This design comes from an exercise in tuning for small area on the open sky130 flow, not from production work.
Only simulation tests tie the RTL to the original design; equivalence was not proved.
The clock port is modelled as an ideal driver; clocking choices that lean on that would not hold on a real chip.
Power and IR drop assume default switching activity.

## top
module top (input clk,
			input clr,
			input[7:0] sram_data_in,
			input[7:0] rom_data,
			output sram_we,
			output[18:0] sram_addr,
			output[7:0] sram_data_out,
			output rom_oe,
			output rom_ce,
			output[17:0] rom_addr,
			output EN,
			output LED,
			output sram_oe,
			output sram_ce,
			output sram_NC,
			output rom_pgm,
			output audio_stop,
			output audio_gain,
			output audio_NC,
			output audio_data,
			input[7:0] buttons
			);
For scale: roughly 1800 cells after synthesis, ~400 flip-flops, ~84 I/O pins, ~0.019 mm² of cells after synthesis.
clock: 10.0 ns
lec_check: 0
cap_margin: 20
core_margin: 2
core_utilization: 60
place_density: 0.75
slew_margin: 20
standard.sh (not shown) runs the stock make flow with config.mk's settings and CLKGATE_MAP_FILE= SYNTH_SCRIPT=/design/flow/synth_recipe.tcl, a recipe that flattens the netlist after the stock synthesis.
==> flow/flow/run.sh <==
#!/bin/bash
# Own layout flow: the standard flow (standard.sh, ORFS), with these changes:
#  - synthesis maps the logic with an area-oriented ABC script (flow/area.abc)
#    and leaves adders to ABC instead of extracting half/full adder cells;
#    registers, their names and cell types are the standard synthesis's
#    (ABC maps only combinational logic);
#  - port buffers are buf_1 cells;
#  - clock tree synthesis uses small clock buffers and no dummy loads.
# Each tool's output goes to flow.log here and to ORFS's own logs under orfs/logs.
set -euo pipefail
W=$PWD
{
	echo "proc abc {args} { set i [lsearch \$args -script]; lset args [expr {\$i + 1}] $W/flow/area.abc; yosys abc {*}\$args }"
	cat synth_recipe.tcl
} > my_synth.tcl
CTS="-sink_clustering_enable -repair_clock_nets -dont_use_dummy_load -buf_list sky130_fd_sc_hd__clkbuf_8 -sink_clustering_size 18 -sink_clustering_max_diameter 60"
sed -e "s#SYNTH_SCRIPT=[^ ]*#SYNTH_SCRIPT=$W/my_synth.tcl ADDER_MAP_FILE= 'CTS_ARGS=$CTS' 'BUFFER_PORTS_ARGS=-buffer_cell sky130_fd_sc_hd__buf_1'#" standard.sh > my_standard.sh
grep -q "my_synth.tcl ADDER_MAP_FILE=" my_standard.sh
bash my_standard.sh finish > flow.log 2>&1
test -s out/final.def
==> flow/flow/area.abc <==
strash
dc2
dch -f
amap
mfs2
strash
dc2
dch -f
amap
mfs2
strash
dch -f
amap
topo
The starting point completed with no timing, DRC or antenna violations.
Edit:
--- a/flow/flow/run.sh
+++ b/flow/flow/run.sh
@@ -17 +17 @@
-sed -e "s#SYNTH_SCRIPT=[^ ]*#SYNTH_SCRIPT=$W/my_synth.tcl ADDER_MAP_FILE= 'CTS_ARGS=$CTS' 'BUFFER_PORTS_ARGS=-buffer_cell sky130_fd_sc_hd__buf_1'#" standard.sh > my_standard.sh
+sed -e "s#SYNTH_SCRIPT=[^ ]*#SYNTH_SCRIPT=$W/my_synth.tcl ADDER_MAP_FILE= 'CTS_ARGS=$CTS' 'BUFFER_PORTS_ARGS=-buffer_cell sky130_fd_sc_hd__buf_1' PRE_FLOORPLAN_TCL=$W/flow/small_bufs.tcl PRE_GLOBAL_PLACE_TCL=$W/flow/small_bufs.tcl PRE_RESIZE_TCL=$W/flow/small_bufs.tcl PRE_CTS_TCL=$W/flow/small_bufs.tcl PRE_GLOBAL_ROUTE_TCL=$W/flow/small_bufs.tcl#" standard.sh > my_standard.sh
==> flow/flow/area.abc (replaced) <==
strash
&get -n
&deepsyn -T 30
&put
dch -f
amap
mfs2
strash
dch -f
amap
topo
==> flow/flow/small_bufs.tcl (new file) <==
# Repair buffers: the smaller sizes only.
set_dont_use {sky130_fd_sc_hd__buf_6 sky130_fd_sc_hd__buf_8 sky130_fd_sc_hd__buf_12 sky130_fd_sc_hd__buf_16}
Settings changed: GPL_TIMING_DRIVEN set to 0.
The new run went through all stages and came out clean.
Core utilization goes up by 0.15 points.
Clock power goes down by about 1%.
Non-clock buffer count goes down by 2.
Routed wire length goes down by 3.9%.
Worst setup slack is worse by 240 ps.
Via count goes down by 3.5%.
Synthesized area goes down by 1.6%.
Die area goes down by 1.6%.
First-iteration DRC count goes down by 19%.
Edit:
--- a/flow/flow/run.sh
+++ b/flow/flow/run.sh
@@ -17 +17 @@
-sed -e "s#SYNTH_SCRIPT=[^ ]*#SYNTH_SCRIPT=$W/my_synth.tcl ADDER_MAP_FILE= 'CTS_ARGS=$CTS' 'BUFFER_PORTS_ARGS=-buffer_cell sky130_fd_sc_hd__buf_1' PRE_FLOORPLAN_TCL=$W/flow/small_bufs.tcl PRE_GLOBAL_PLACE_TCL=$W/flow/small_bufs.tcl PRE_RESIZE_TCL=$W/flow/small_bufs.tcl PRE_CTS_TCL=$W/flow/small_bufs.tcl PRE_GLOBAL_ROUTE_TCL=$W/flow/small_bufs.tcl#" standard.sh > my_standard.sh
+sed -e "s#SYNTH_SCRIPT=[^ ]*#SYNTH_SCRIPT=$W/my_synth.tcl ADDER_MAP_FILE= SYNTH_INSBUF=0 'CTS_ARGS=$CTS' 'BUFFER_PORTS_ARGS=-buffer_cell sky130_fd_sc_hd__buf_1' PRE_FLOORPLAN_TCL=$W/flow/small_bufs.tcl PRE_GLOBAL_PLACE_TCL=$W/flow/small_bufs.tcl PRE_RESIZE_TCL=$W/flow/small_bufs.tcl PRE_CTS_TCL=$W/flow/small_bufs.tcl PRE_GLOBAL_ROUTE_TCL=$W/flow/small_bufs.tcl#" standard.sh > my_standard.sh
==> flow/flow/small_bufs.tcl (replaced) <==
# Repair buffers: the smaller sizes only.
set_dont_use {sky130_fd_sc_hd__buf_4 sky130_fd_sc_hd__buf_6 sky130_fd_sc_hd__buf_8 sky130_fd_sc_hd__buf_12 sky130_fd_sc_hd__buf_16 sky130_fd_sc_hd__bufbuf_8 sky130_fd_sc_hd__bufbuf_16}
Result: Cell count stays flat; first-iteration DRC count climbs by 8.1%; routed wire length went up by 1.2%; cell area goes down by 1.0%; sequential share of layout area rises by 0.58 points; clock skew falls by 14 ps; synthesized cell count drops by 0.47%.
Edit:
==> flow/flow/run.sh (replaced) <==
#!/bin/bash
# Own layout flow: the standard flow (standard.sh, ORFS) with these changes:
#  - synthesis maps the logic with an area-oriented ABC script (flow/area.abc)
#    and leaves adders to ABC instead of extracting half/full adder cells;
#    registers, their names and cell types are the standard synthesis's
#    (ABC maps only combinational logic); no pass-through output buffers;
#  - port buffers are buf_1 cells, and repair buffers the smaller sizes
#    (flow/small_bufs.tcl);
#  - clock tree synthesis uses clkbuf_8 cells on clusters of at most 18
#    flip-flops, and no dummy loads;
#  - after clock tree synthesis, cells off the critical paths are downsized
#    (flow/recover.tcl).
# make's output goes to flow.log here; ORFS keeps each step's log under orfs/logs.
set -euo pipefail
W=$PWD
{
	echo "proc abc {args} { set i [lsearch \$args -script]; lset args [expr {\$i + 1}] $W/flow/area.abc; yosys abc {*}\$args }"
	cat synth_recipe.tcl
} > my_synth.tcl
CTS="-sink_clustering_enable -repair_clock_nets -dont_use_dummy_load -buf_list sky130_fd_sc_hd__clkbuf_8 -sink_clustering_size 18 -sink_clustering_max_diameter 70"
sed -e "s#SYNTH_SCRIPT=[^ ]*#SYNTH_SCRIPT=$W/my_synth.tcl ADDER_MAP_FILE= SYNTH_INSBUF=0 'CTS_ARGS=$CTS' 'BUFFER_PORTS_ARGS=-buffer_cell sky130_fd_sc_hd__buf_1' PRE_FLOORPLAN_TCL=$W/flow/small_bufs.tcl PRE_GLOBAL_PLACE_TCL=$W/flow/small_bufs.tcl PRE_RESIZE_TCL=$W/flow/small_bufs.tcl PRE_CTS_TCL=$W/flow/small_bufs.tcl PRE_GLOBAL_ROUTE_TCL=$W/flow/small_bufs.tcl POST_CTS_TCL=$W/flow/recover.tcl#" standard.sh > my_standard.sh
grep -q "my_synth.tcl ADDER_MAP_FILE=" my_standard.sh
bash my_standard.sh finish > flow.log 2>&1
test -s out/final.def
==> flow/flow/recover.tcl (new file) <==
# Downsize cells off the critical paths, then legalize again.
estimate_parasitics -placement
repair_timing -recover_power 100
detailed_placement
check_placement -verbose
Effect: Area after synthesis does not change. Routed wire length falls by 0.71%. Count of clock-buffer cells in the layout falls by 7. Non-clock buffer count rises by 4. Utilization falls by 0.42 points. Sequential power barely changes. Die area does not change. Clock skew falls by 9.8 ps. Synthesized cell count does not change. Power falls by 1.6%.
Edit:
==> flow/flow/run.sh (replaced) <==
#!/bin/bash
# Own layout flow: the standard flow (standard.sh, ORFS), with these changes:
#  - synthesis maps the logic with an area-oriented ABC script (flow/area.abc)
#    and leaves adders to ABC instead of extracting half/full adder cells;
#    registers, their names and cell types are the standard synthesis's
#    (ABC maps only combinational logic);
#  - port buffers are buf_1 cells;
#  - clock tree synthesis uses small clock buffers and no dummy loads.
# Each tool's output goes to flow.log here and to ORFS's own logs under orfs/logs.
set -euo pipefail
W=$PWD
{
	echo "proc abc {args} { set i [lsearch \$args -script]; lset args [expr {\$i + 1}] $W/flow/area.abc; yosys abc {*}\$args }"
	cat synth_recipe.tcl
} > my_synth.tcl
CTS="-sink_clustering_enable -repair_clock_nets -dont_use_dummy_load -buf_list sky130_fd_sc_hd__clkbuf_8 -sink_clustering_size 18 -sink_clustering_max_diameter 60"
sed -e "s#SYNTH_SCRIPT=[^ ]*#SYNTH_SCRIPT=$W/my_synth.tcl ADDER_MAP_FILE= 'CTS_ARGS=$CTS' 'BUFFER_PORTS_ARGS=-buffer_cell sky130_fd_sc_hd__buf_1'#" standard.sh > my_standard.sh
grep -q "my_synth.tcl ADDER_MAP_FILE=" my_standard.sh
bash my_standard.sh finish > flow.log 2>&1
test -s out/final.def
removed: flow/flow/recover.tcl
removed: flow/flow/small_bufs.tcl
Area after synthesis goes up by 0.33%.
Wire length hardly moves.
Maximum frequency goes up by 0.40%.
Count of clock-buffer cells in the layout goes up by 6.
Cell area goes up by 2.0%.
Setup slack is better by 37 ps.
Core utilization goes up by 1.4 points.
Combinational power stays flat.
Total power goes up by 1.6%.
Non-clock buffer count goes up by 1.

* * *

Starting RTL as in the previous note.
## top
module top (input clk,
			input clr,
			input[7:0] sram_data_in,
			input[7:0] rom_data,
			output sram_we,
			output[18:0] sram_addr,
			output[7:0] sram_data_out,
			output rom_oe,
			output rom_ce,
			output[17:0] rom_addr,
			output EN,
			output LED,
			output sram_oe,
			output sram_ce,
			output sram_NC,
			output rom_pgm,
			output audio_stop,
			output audio_gain,
			output audio_NC,
			output audio_data,
			input[7:0] buttons
			);
clock: 10.0 ns
lec_check: 0
cap_margin: 20
core_margin: 2
core_utilization: 60
gpl_timing_driven: 0
place_density: 0.75
slew_margin: 20
==> flow/flow/run.sh <==
#!/bin/bash
# Own layout flow: the standard flow (standard.sh, ORFS) with these changes:
#  - synthesis maps the logic with an area-oriented ABC script (flow/area.abc)
#    and leaves adders to ABC instead of extracting half/full adder cells;
#    registers, their names and cell types are the standard synthesis's
#    (ABC maps only combinational logic); no pass-through output buffers;
#  - port buffers are buf_1 cells, and repair buffers the smaller sizes
#    (flow/small_bufs.tcl);
#  - clock tree synthesis uses clkbuf_8 cells on clusters of at most 18
#    flip-flops, and no dummy loads;
#  - after clock tree synthesis, cells off the critical paths are downsized
#    (flow/recover.tcl).
# make's output goes to flow.log here; ORFS keeps each step's log under orfs/logs.
set -euo pipefail
W=$PWD
{
	echo "proc abc {args} { set i [lsearch \$args -script]; lset args [expr {\$i + 1}] $W/flow/area.abc; yosys abc {*}\$args }"
	cat synth_recipe.tcl
} > my_synth.tcl
CTS="-sink_clustering_enable -repair_clock_nets -dont_use_dummy_load -buf_list sky130_fd_sc_hd__clkbuf_8 -tree_buf sky130_fd_sc_hd__clkbuf_4 -root_buf sky130_fd_sc_hd__clkbuf_4 -sink_clustering_size 16 -sink_clustering_max_diameter 100"
sed -e "s#SYNTH_SCRIPT=[^ ]*#SYNTH_SCRIPT=$W/my_synth.tcl ADDER_MAP_FILE= SYNTH_INSBUF=0 'CTS_ARGS=$CTS' 'BUFFER_PORTS_ARGS=-buffer_cell sky130_fd_sc_hd__buf_1' PRE_FLOORPLAN_TCL=$W/flow/small_bufs.tcl PRE_GLOBAL_PLACE_TCL=$W/flow/small_bufs.tcl PRE_RESIZE_TCL=$W/flow/small_bufs.tcl PRE_CTS_TCL=$W/flow/small_bufs.tcl PRE_GLOBAL_ROUTE_TCL=$W/flow/small_bufs.tcl POST_CTS_TCL=$W/flow/recover.tcl#" standard.sh > my_standard.sh
grep -q "my_synth.tcl ADDER_MAP_FILE=" my_standard.sh
bash my_standard.sh finish > flow.log 2>&1
test -s out/final.def
==> flow/flow/area.abc <==
strash
&get -n
&deepsyn -T 30
&put
dch -f
amap
mfs2
strash
dch -f
amap
topo
==> flow/flow/recover.tcl <==
# Downsize cells off the critical paths, then legalize again.
estimate_parasitics -placement
repair_timing -recover_power 100
detailed_placement
check_placement -verbose
==> flow/flow/small_bufs.tcl <==
# Repair buffers: the smaller sizes only.
set_dont_use {sky130_fd_sc_hd__buf_4 sky130_fd_sc_hd__buf_6 sky130_fd_sc_hd__buf_8 sky130_fd_sc_hd__buf_12 sky130_fd_sc_hd__buf_16 sky130_fd_sc_hd__bufbuf_8 sky130_fd_sc_hd__bufbuf_16}
The starting point passed the timing, design-rule and antenna checks.
Then changed:
==> flow/flow/run.sh (replaced) <==
#!/bin/bash
# Own layout flow: the standard flow (standard.sh, ORFS), with these changes:
#  - synthesis maps the logic with an area-oriented ABC script (flow/area.abc)
#    and leaves adders to ABC instead of extracting half/full adder cells;
#    registers, their names and cell types are the standard synthesis's
#    (ABC maps only combinational logic);
#  - port buffers are buf_1 cells;
#  - clock tree synthesis uses small clock buffers and no dummy loads.
# Each tool's output goes to flow.log here and to ORFS's own logs under orfs/logs.
set -euo pipefail
W=$PWD
{
	echo "proc abc {args} { set i [lsearch \$args -script]; lset args [expr {\$i + 1}] $W/flow/area.abc; yosys abc {*}\$args }"
	cat synth_recipe.tcl
} > my_synth.tcl
CTS="-sink_clustering_enable -repair_clock_nets -dont_use_dummy_load -buf_list sky130_fd_sc_hd__clkbuf_8 -sink_clustering_size 18 -sink_clustering_max_diameter 60"
sed -e "s#SYNTH_SCRIPT=[^ ]*#SYNTH_SCRIPT=$W/my_synth.tcl ADDER_MAP_FILE= 'CTS_ARGS=$CTS' 'BUFFER_PORTS_ARGS=-buffer_cell sky130_fd_sc_hd__buf_1' PRE_FLOORPLAN_TCL=$W/flow/small_bufs.tcl PRE_GLOBAL_PLACE_TCL=$W/flow/small_bufs.tcl PRE_RESIZE_TCL=$W/flow/small_bufs.tcl PRE_CTS_TCL=$W/flow/small_bufs.tcl PRE_GLOBAL_ROUTE_TCL=$W/flow/small_bufs.tcl#" standard.sh > my_standard.sh
grep -q "my_synth.tcl ADDER_MAP_FILE=" my_standard.sh
bash my_standard.sh finish > flow.log 2>&1
test -s out/final.def
Settings changed: CORE_UTILIZATION 60 to 65, PLACE_DENSITY 0.75 to 0.8.
removed: flow/flow/recover.tcl
What happened: The changed run ran to the end with no violations; sequential share of layout area came out lower by 0.48 points; power came out higher by 2.9%; design area came out higher by 0.85%; setup slack got worse by 0.16 ns; register-to-register slack got worse by 0.16 ns; sequential power stays flat.
Then changed:
--- a/flow/flow/run.sh
+++ b/flow/flow/run.sh
@@ -16,3 +16,3 @@
 CTS="-sink_clustering_enable -repair_clock_nets -dont_use_dummy_load -buf_list sky130_fd_sc_hd__clkbuf_8 -sink_clustering_size 18 -sink_clustering_max_diameter 60"
-sed -e "s#SYNTH_SCRIPT=[^ ]*#SYNTH_SCRIPT=$W/my_synth.tcl ADDER_MAP_FILE= 'CTS_ARGS=$CTS' 'BUFFER_PORTS_ARGS=-buffer_cell sky130_fd_sc_hd__buf_1' PRE_FLOORPLAN_TCL=$W/flow/small_bufs.tcl PRE_GLOBAL_PLACE_TCL=$W/flow/small_bufs.tcl PRE_RESIZE_TCL=$W/flow/small_bufs.tcl PRE_CTS_TCL=$W/flow/small_bufs.tcl PRE_GLOBAL_ROUTE_TCL=$W/flow/small_bufs.tcl#" standard.sh > my_standard.sh
+sed -e "s#SYNTH_SCRIPT=[^ ]*#SYNTH_SCRIPT=$W/my_synth.tcl ADDER_MAP_FILE= SYNTH_INSBUF=0 'CTS_ARGS=$CTS' 'BUFFER_PORTS_ARGS=-buffer_cell sky130_fd_sc_hd__buf_1' PRE_FLOORPLAN_TCL=$W/flow/small_bufs.tcl PRE_GLOBAL_PLACE_TCL=$W/flow/small_bufs.tcl PRE_RESIZE_TCL=$W/flow/small_bufs.tcl PRE_CTS_TCL=$W/flow/small_bufs.tcl PRE_GLOBAL_ROUTE_TCL=$W/flow/small_bufs.tcl POST_CTS_TCL=$W/flow/recover.tcl#" standard.sh > my_standard.sh
 grep -q "my_synth.tcl ADDER_MAP_FILE=" my_standard.sh
==> flow/flow/recover.tcl (new file) <==
# Downsize cells off the critical paths, then legalize again.
estimate_parasitics -placement
repair_timing -recover_power 100
detailed_placement
check_placement -verbose
Settings changed: CORE_UTILIZATION 65 to 60, PLACE_DENSITY 0.8 to 0.75.
=>
- cell area drops slightly
- sequential power barely changes
- setup slack gets better by 0.082 ns
- die area climbs by a little under a tenth
- clock skew climbs by 0.018 ns
Then changed:
--- a/flow/flow/run.sh
+++ b/flow/flow/run.sh
@@ -15,4 +15,4 @@
 } > my_synth.tcl
-CTS="-sink_clustering_enable -repair_clock_nets -dont_use_dummy_load -buf_list sky130_fd_sc_hd__clkbuf_8 -sink_clustering_size 18 -sink_clustering_max_diameter 60"
-sed -e "s#SYNTH_SCRIPT=[^ ]*#SYNTH_SCRIPT=$W/my_synth.tcl ADDER_MAP_FILE= SYNTH_INSBUF=0 'CTS_ARGS=$CTS' 'BUFFER_PORTS_ARGS=-buffer_cell sky130_fd_sc_hd__buf_1' PRE_FLOORPLAN_TCL=$W/flow/small_bufs.tcl PRE_GLOBAL_PLACE_TCL=$W/flow/small_bufs.tcl PRE_RESIZE_TCL=$W/flow/small_bufs.tcl PRE_CTS_TCL=$W/flow/small_bufs.tcl PRE_GLOBAL_ROUTE_TCL=$W/flow/small_bufs.tcl POST_CTS_TCL=$W/flow/recover.tcl#" standard.sh > my_standard.sh
+CTS="-sink_clustering_enable -repair_clock_nets -dont_use_dummy_load -buf_list sky130_fd_sc_hd__clkbuf_8 -sink_clustering_size 20 -sink_clustering_max_diameter 40"
+sed -e "s#SYNTH_SCRIPT=[^ ]*#SYNTH_SCRIPT=$W/my_synth.tcl ADDER_MAP_FILE= SYNTH_INSBUF=0 'CTS_ARGS=$CTS' 'BUFFER_PORTS_ARGS=-buffer_cell sky130_fd_sc_hd__buf_1' PRE_FLOORPLAN_TCL=$W/flow/small_bufs.tcl PRE_GLOBAL_PLACE_TCL=$W/flow/small_bufs.tcl PRE_RESIZE_TCL=$W/flow/small_bufs.tcl PRE_CTS_TCL=$W/flow/small_bufs.tcl PRE_GLOBAL_ROUTE_TCL=$W/flow/small_bufs.tcl#" standard.sh > my_standard.sh
 grep -q "my_synth.tcl ADDER_MAP_FILE=" my_standard.sh
removed: flow/flow/recover.tcl
Outcome: The new run completed without violations. Clock power went up by about 17%. Register-to-register slack stays flat. Total power grows by 1.9%. Area after synthesis does not change. Worst setup slack is better by 0.055 ns.
Then changed:
==> flow/flow/run.sh (replaced) <==
#!/bin/bash
# Own layout flow: the standard flow (standard.sh, ORFS) with these changes:
#  - synthesis maps the logic with an area-oriented ABC script (flow/area.abc)
#    and leaves adders to ABC instead of extracting half/full adder cells;
#    registers, their names and cell types are the standard synthesis's
#    (ABC maps only combinational logic); no pass-through output buffers;
#  - port buffers are buf_1 cells, and repair buffers the smaller sizes
#    (flow/small_bufs.tcl);
#  - clock tree synthesis uses clkbuf_8 cells on clusters of at most 18
#    flip-flops, and no dummy loads;
#  - after clock tree synthesis, cells off the critical paths are downsized
#    (flow/recover.tcl).
# make's output goes to flow.log here; ORFS keeps each step's log under orfs/logs.
set -euo pipefail
W=$PWD
{
	echo "proc abc {args} { set i [lsearch \$args -script]; lset args [expr {\$i + 1}] $W/flow/area.abc; yosys abc {*}\$args }"
	cat synth_recipe.tcl
} > my_synth.tcl
CTS="-sink_clustering_enable -repair_clock_nets -dont_use_dummy_load -buf_list sky130_fd_sc_hd__clkbuf_8 -tree_buf sky130_fd_sc_hd__clkbuf_4 -root_buf sky130_fd_sc_hd__clkbuf_4 -sink_clustering_size 18 -sink_clustering_max_diameter 80"
sed -e "s#SYNTH_SCRIPT=[^ ]*#SYNTH_SCRIPT=$W/my_synth.tcl ADDER_MAP_FILE= SYNTH_INSBUF=0 'CTS_ARGS=$CTS' 'BUFFER_PORTS_ARGS=-buffer_cell sky130_fd_sc_hd__buf_1' PRE_FLOORPLAN_TCL=$W/flow/small_bufs.tcl PRE_GLOBAL_PLACE_TCL=$W/flow/small_bufs.tcl PRE_RESIZE_TCL=$W/flow/small_bufs.tcl PRE_CTS_TCL=$W/flow/small_bufs.tcl PRE_GLOBAL_ROUTE_TCL=$W/flow/small_bufs.tcl POST_CTS_TCL=$W/flow/recover.tcl#" standard.sh > my_standard.sh
grep -q "my_synth.tcl ADDER_MAP_FILE=" my_standard.sh
bash my_standard.sh finish > flow.log 2>&1
test -s out/final.def
==> flow/flow/recover.tcl (new file) <==
# Downsize cells off the critical paths, then legalize again.
estimate_parasitics -placement
repair_timing -recover_power 100
detailed_placement
check_placement -verbose
After rerunning:
- worst setup slack got worse by 0.035 ns
- clock-buffer cell count is lower by 21
- clock skew is higher by 0.021 ns
- combinational power hardly moves
- routed wire length is lower by 0.33%
- first-iteration DRC count is higher by 1.7%
- global-route usage is lower by 0.46 points
- maximum frequency is lower by 0.37%
- synthesized cell count does not change
- via count is lower by about 0.6%
Then changed:
--- a/flow/flow/run.sh
+++ b/flow/flow/run.sh
@@ -19,3 +19,3 @@
 } > my_synth.tcl
-CTS="-sink_clustering_enable -repair_clock_nets -dont_use_dummy_load -buf_list sky130_fd_sc_hd__clkbuf_8 -tree_buf sky130_fd_sc_hd__clkbuf_4 -root_buf sky130_fd_sc_hd__clkbuf_4 -sink_clustering_size 18 -sink_clustering_max_diameter 80"
+CTS="-sink_clustering_enable -repair_clock_nets -dont_use_dummy_load -buf_list sky130_fd_sc_hd__clkbuf_8 -sink_clustering_size 18 -sink_clustering_max_diameter 60"
 sed -e "s#SYNTH_SCRIPT=[^ ]*#SYNTH_SCRIPT=$W/my_synth.tcl ADDER_MAP_FILE= SYNTH_INSBUF=0 'CTS_ARGS=$CTS' 'BUFFER_PORTS_ARGS=-buffer_cell sky130_fd_sc_hd__buf_1' PRE_FLOORPLAN_TCL=$W/flow/small_bufs.tcl PRE_GLOBAL_PLACE_TCL=$W/flow/small_bufs.tcl PRE_RESIZE_TCL=$W/flow/small_bufs.tcl PRE_CTS_TCL=$W/flow/small_bufs.tcl PRE_GLOBAL_ROUTE_TCL=$W/flow/small_bufs.tcl POST_CTS_TCL=$W/flow/recover.tcl#" standard.sh > my_standard.sh
Design area increases by about 0.6%; worst hold slack degrades by 0.0034 ns; worst setup slack degrades by 0.020 ns; sequential cell count stays the same; synthesized area does not change; total power increases by 1.9%; clock-buffer cell count increases by 8; global-route usage increases by 0.50 points.

[afterwards: timing with drivers on the ports]
No port has a modelled driver above. Below, the same layouts with a new extraction and two added sets of constraints.
Step 1: set_driving_cell puts a clkbuf_16 on clk and a buf_2 on each other input, an assumption about the parent block.
Step 2 also shifts input and output timing later by t, the mid clock arrival at the registers, as if the neighbouring blocks saw the same clock.
a / b / c = no drivers / after step 1 / after step 2; a / b = the first two.
run | t (ns) | setup slack, ns | hold slack, ns | clock arrival spread, ns | pins driven straight from the clock port
the first run of note 1 | 0.600 | 0.833 / 0.841 / 0.241 | 0.492 / 0.492 / 0.492 | 0.077 / 0.077 | 1
the second run of note 1 | 0.587 | 0.593 / 0.593 / 0.064 | 0.491 / 0.491 / 0.491 | 0.116 / 0.117 | 1
the third run of note 1 | 0.595 | 0.553 / 0.540 / -0.054 | 0.499 / 0.499 / 0.499 | 0.103 / 0.103 | 1
the fourth run of note 1 | 0.647 | 0.628 / 0.617 / -0.031 | 0.498 / 0.498 / 0.498 | 0.093 / 0.093 | 1
the fifth run of note 1 | 0.592 | 0.665 / 0.665 / 0.202 | 0.489 / 0.489 / 0.489 | 0.110 / 0.111 | 1
the first run of note 2 | 0.854 | 0.683 / 0.683 / 0.057 | 0.501 / 0.501 / 0.501 | 0.089 / 0.089 | 1
the second run of note 2 | 0.591 | 0.518 / 0.501 / -0.090 | 0.490 / 0.490 / 0.490 | 0.093 / 0.093 | 1
the third run of note 2 | 0.599 | 0.600 / 0.581 / -0.018 | 0.499 / 0.499 / 0.499 | 0.111 / 0.110 | 1
the fourth run of note 2 | 0.634 | 0.654 / 0.654 / 0.082 | 0.453 / 0.453 / 0.453 | 0.092 / 0.092 | 1
the fifth run of note 2 | 0.822 | 0.619 / 0.619 / -0.043 | 0.503 / 0.503 / 0.503 | 0.109 / 0.108 | 1
the sixth run of note 2 | 0.599 | 0.600 / 0.581 / -0.018 | 0.499 / 0.499 / 0.499 | 0.111 / 0.110 | 1
Met with ideal ports but missed after step 2: setup timing in 6 of these runs. The setup slack of the fifth run of note 2, which loses most, moves by 0.000 ns with the drivers and by -0.662 ns with both steps.
